What follows belongs to an exercise in optimizing a design on an open flow for small area and a short achievable clock period; a production flow would make more cautious choices. RTL that was checked went through simulation tests only; none was proved equivalent to the original.

Setup of oak:
// mac_unit
module mac_unit #(
    parameter AW = 16,
    parameter BW = 16,
    parameter ACCW = 40,
    parameter SIGNED = 0
)(
    input  wire clk,
    input  wire rst_n,
    input  wire en,
    input  wire valid_in,
    input  wire [AW-1:0] a,
    input  wire [BW-1:0] b,
    output reg  valid_out,
    output reg  [ACCW-1:0] acc_out
);
  reg [78:0] pr;
  reg valid_reg;
  wire [39:0] nacc = ~acc_out;
  wire p1;
  wire p2;
  wire p3;
  wire p4;
  wire p5;
  wire p6;
  wire p7;
  wire p8;
  wire p9;
  wire p10;
  wire p11;
  wire p12;
  wire p13;
  wire p14;
  wire p15;
  wire p16;
  wire p17;
  wire p18;
  wire p19;
  wire p20;
  wire p21;
  wire p22;
  wire p23;
  wire p24;
  wire p25;
  wire p26;
  wire p27;
  wire p28;
  wire p29;
  wire p30;
  wire p31;
  wire p32;
  wire p33;
  wire p34;
  wire p35;
  wire p36;
  wire p37;
  wire p38;
  wire p39;
  wire p40;
  wire p41;
  wire p42;
  wire p43;
  wire p44;
  wire p45;
  wire p46;
  wire p47;
  wire p48;
  wire p49;
  wire p50;
  wire p51;
  wire p52;
  wire p53;
  wire p54;
  wire p55;
  wire p56;
  wire p57;
  wire p58;
  wire p59;
  wire p60;
  wire p61;
  wire p62;
  wire p63;
  wire p64;
  wire p65;
  wire p66;
  wire p67;
  wire p68;
  wire p69;
  wire p70;
  wire p71;
  wire p72;
  wire p73;
  wire p74;
  wire p75;
  wire p76;
  wire p77;
  wire p78;
  wire p79;
  wire p80;
  wire p81;
  wire p82;
  wire p83;
  wire p84;
  wire p85;
  wire p86;
  wire p87;
  wire p88;
  wire p89;
  wire p90;
  wire p91;
  wire p92;
  wire p93;
  wire p94;
  wire p95;
  wire p96;
  wire p97;
  wire p98;
  wire p99;
  wire p100;
  wire p101;
  wire p102;
  wire p103;
  wire p104;
  wire p105;
  wire p106;
  wire p107;
  wire p108;
  wire p109;
  wire p110;
  wire p111;
  wire p112;
  wire p113;
  wire p114;
  wire p115;
  wire p116;
  wire p117;
  wire p118;
  wire p119;
  wire p120;
  wire p121;
  wire p122;
  wire p123;
  wire p124;
  wire p125;
  wire p126;
  wire p127;
  wire p128;
  wire p129;
  wire p130;
  wire p131;
  wire p132;
  wire p133;
  wire p134;
  wire p135;
  wire p136;
  wire p137;
  wire p138;
  wire p139;
  wire p140;
  wire p141;
  wire p142;
  wire p143;
  wire p144;
  wire p145;
  wire p146;
  wire p147;
  wire p148;
  wire p149;
  wire p150;
  wire p151;
  wire p152;
  wire p153;
  wire p154;
  wire p155;
  wire p156;
  ...
Size: roughly 11000 sq um of cells after synthesis.
clock: 7.0 ns
lec_check: 0
cap_margin: 20
core_margin: 2
core_utilization: 65
cts_buf_list: sky130_fd_sc_hd__clkbuf_4 sky130_fd_sc_hd__clkbuf_8
setup_slack_margin: 3.6
slew_margin: 20
synth_hierarchical: 1
synth_minimum_keep_size: 0
run.sh (not shown) runs the stock make flow with config.mk's settings and CLKGATE_MAP_FILE= SYNTH_SCRIPT=/design/flow/synth_recipe.tcl, a recipe that flattens the netlist after the stock synthesis.
Here is what was changed in the inputs of pine compared with oak.
--- a/flow/design.v
+++ b/flow/design.v
@@ -1906,15 +1906,15 @@
   assign ks_s[28] = ~ks_y58 ^ ks_y305;
   assign ks_s[29] = ~ks_y60 ^ ks_y306;
   assign ks_s[30] = ~ks_y62 ^ ks_y307;
   assign ks_s[31] = ~ks_y64 ^ ks_y308;
   assign ks_s[32] = ~ks_y66 ^ ks_y309;
   wire [33:0] lo = ~{ks_y312, ks_s};
   wire [6:0] hi_next;
-  mac_hi #(.N(7)) hi (.acc(acc_out[39:33]), .cn(lo[33]), .sel(en & valid_reg), .rst_n(rst_n), .d(hi_next));
+  mac_hi2 #(.N(7)) hi (.acc(acc_out[39:33]), .cn(lo[33]), .sel(en & valid_reg), .rst_n(rst_n), .d(hi_next));
   wire [32:0] sum = ~lo[32:0];
   always @(posedge clk) begin
     pr <= {c636, p256, c634, s635, c630, s633, c626, s629, s625, c620, s621, c558, c618, s619, c554, s617, c616, s553, s615, c614, s549, s613, c542, c538, s541, s539, c536, s537, c534, s535, c532, s533, c530, s531, c528, s529, c526, s527, c524, c612, s525, c522, s523, c520, s611, s521, c610, s609, c608, s517, s607, c606, s513, s605, c604, s509, c602, s603, c600, s505, s601, c598, s597, c594, s593, c590, s589, c586, s585, c582, s581, c578, s577, c574, s573, s569, p2, p17, p1};
     valid_reg <= valid_in & rst_n;
   end
   always @(posedge clk) begin
     if (!rst_n) begin
@@ -1924,23 +1924,33 @@
       valid_out <= valid_reg;
       if (en && valid_reg)
         acc_out[32:0] <= sum;
     end
     acc_out[39:33] <= hi_next;
   end
 endmodule
-module mac_hi #(parameter N = 7) (
+module mac_hi2 #(parameter N = 7) (
     input  wire [N-1:0] acc,
     input  wire cn,        
     input  wire sel,       
     input  wire rst_n,
     output wire [N-1:0] d
 );
   wire [N-1:0] inc = acc + 1'b1;
-  assign d = !rst_n ? {N{1'b0}} : (sel & ~cn) ? inc : acc;
+  wire [N-1:0] xn = ~(!rst_n ? {N{1'b0}} : sel ? inc : acc);
+  wire [N-1:0] yn = ~(!rst_n ? {N{1'b0}} : acc);
+  genvar i;
+  generate
+    for (i = 0; i < N; i = i + 1) begin : m
+      mac_muxi mx (.s(cn), .d0(xn[i]), .d1(yn[i]), .y(d[i]));
+    end
+  endgenerate
+endmodule
+module mac_muxi (input wire s, input wire d0, input wire d1, output wire y);
+  assign y = ~(s ? d1 : d0);
 endmodule
 module mac_fa (input wire a, input wire b, input wire ci,
                output wire s, output wire co);
   assign s = a ^ b ^ ci;
   assign co = (a & b) | (a & ci) | (b & ci);
 endmodule
 module mac_hai (input wire a, input wire b, output wire s, output wire co);
--- outcome ---
From oak to pine the numbers moved as follows: area growth from synthesis to final layout saw a decrease, worst hold margin decreased by 0.0032 ns relative to the old numbers, area of the die now larger, mean post-synth cell area went down by 0.44%, final area went down 1.2%. When the final numbers for pine and oak were put side by side, the number of clock buffers in the layout turned out to be greater in pine. Total routed wire length on the met1 layer: pine < oak.
For oak, only the layout was checked, not whether the RTL still works.

-- static timing again, ports no longer ideal --
The results above use ideal ports. As a check the final layouts listed here were re-extracted and re-timed, cells and wires unchanged.
Step 1: set_driving_cell puts a clkbuf_16 on clk and a buf_2 on each other input, an assumption about the parent block.
Step 2 also shifts input and output timing later by t, the mid clock arrival at the registers, as if the neighbouring blocks saw the same clock.
Three values: no drivers, after step 1, after step 2; two values: the first two.
| run | t, ns | setup WS [ns] | clock arrival spread, ns | cell pins on the clock port's net |
|---|---|---|---|---|
| oak | 0.475 | 3.540 / 3.540 / 3.143 | 0.012 / 0.012 | 1 |
| pine | 0.487 | 3.637 / 3.639 / 3.152 | 0.014 / 0.014 | 1 |
After both steps every run listed still meets setup and hold. For pine, which loses most, drivers alone change the setup slack by +0.002 ns; drivers and shift together by -0.485 ns.
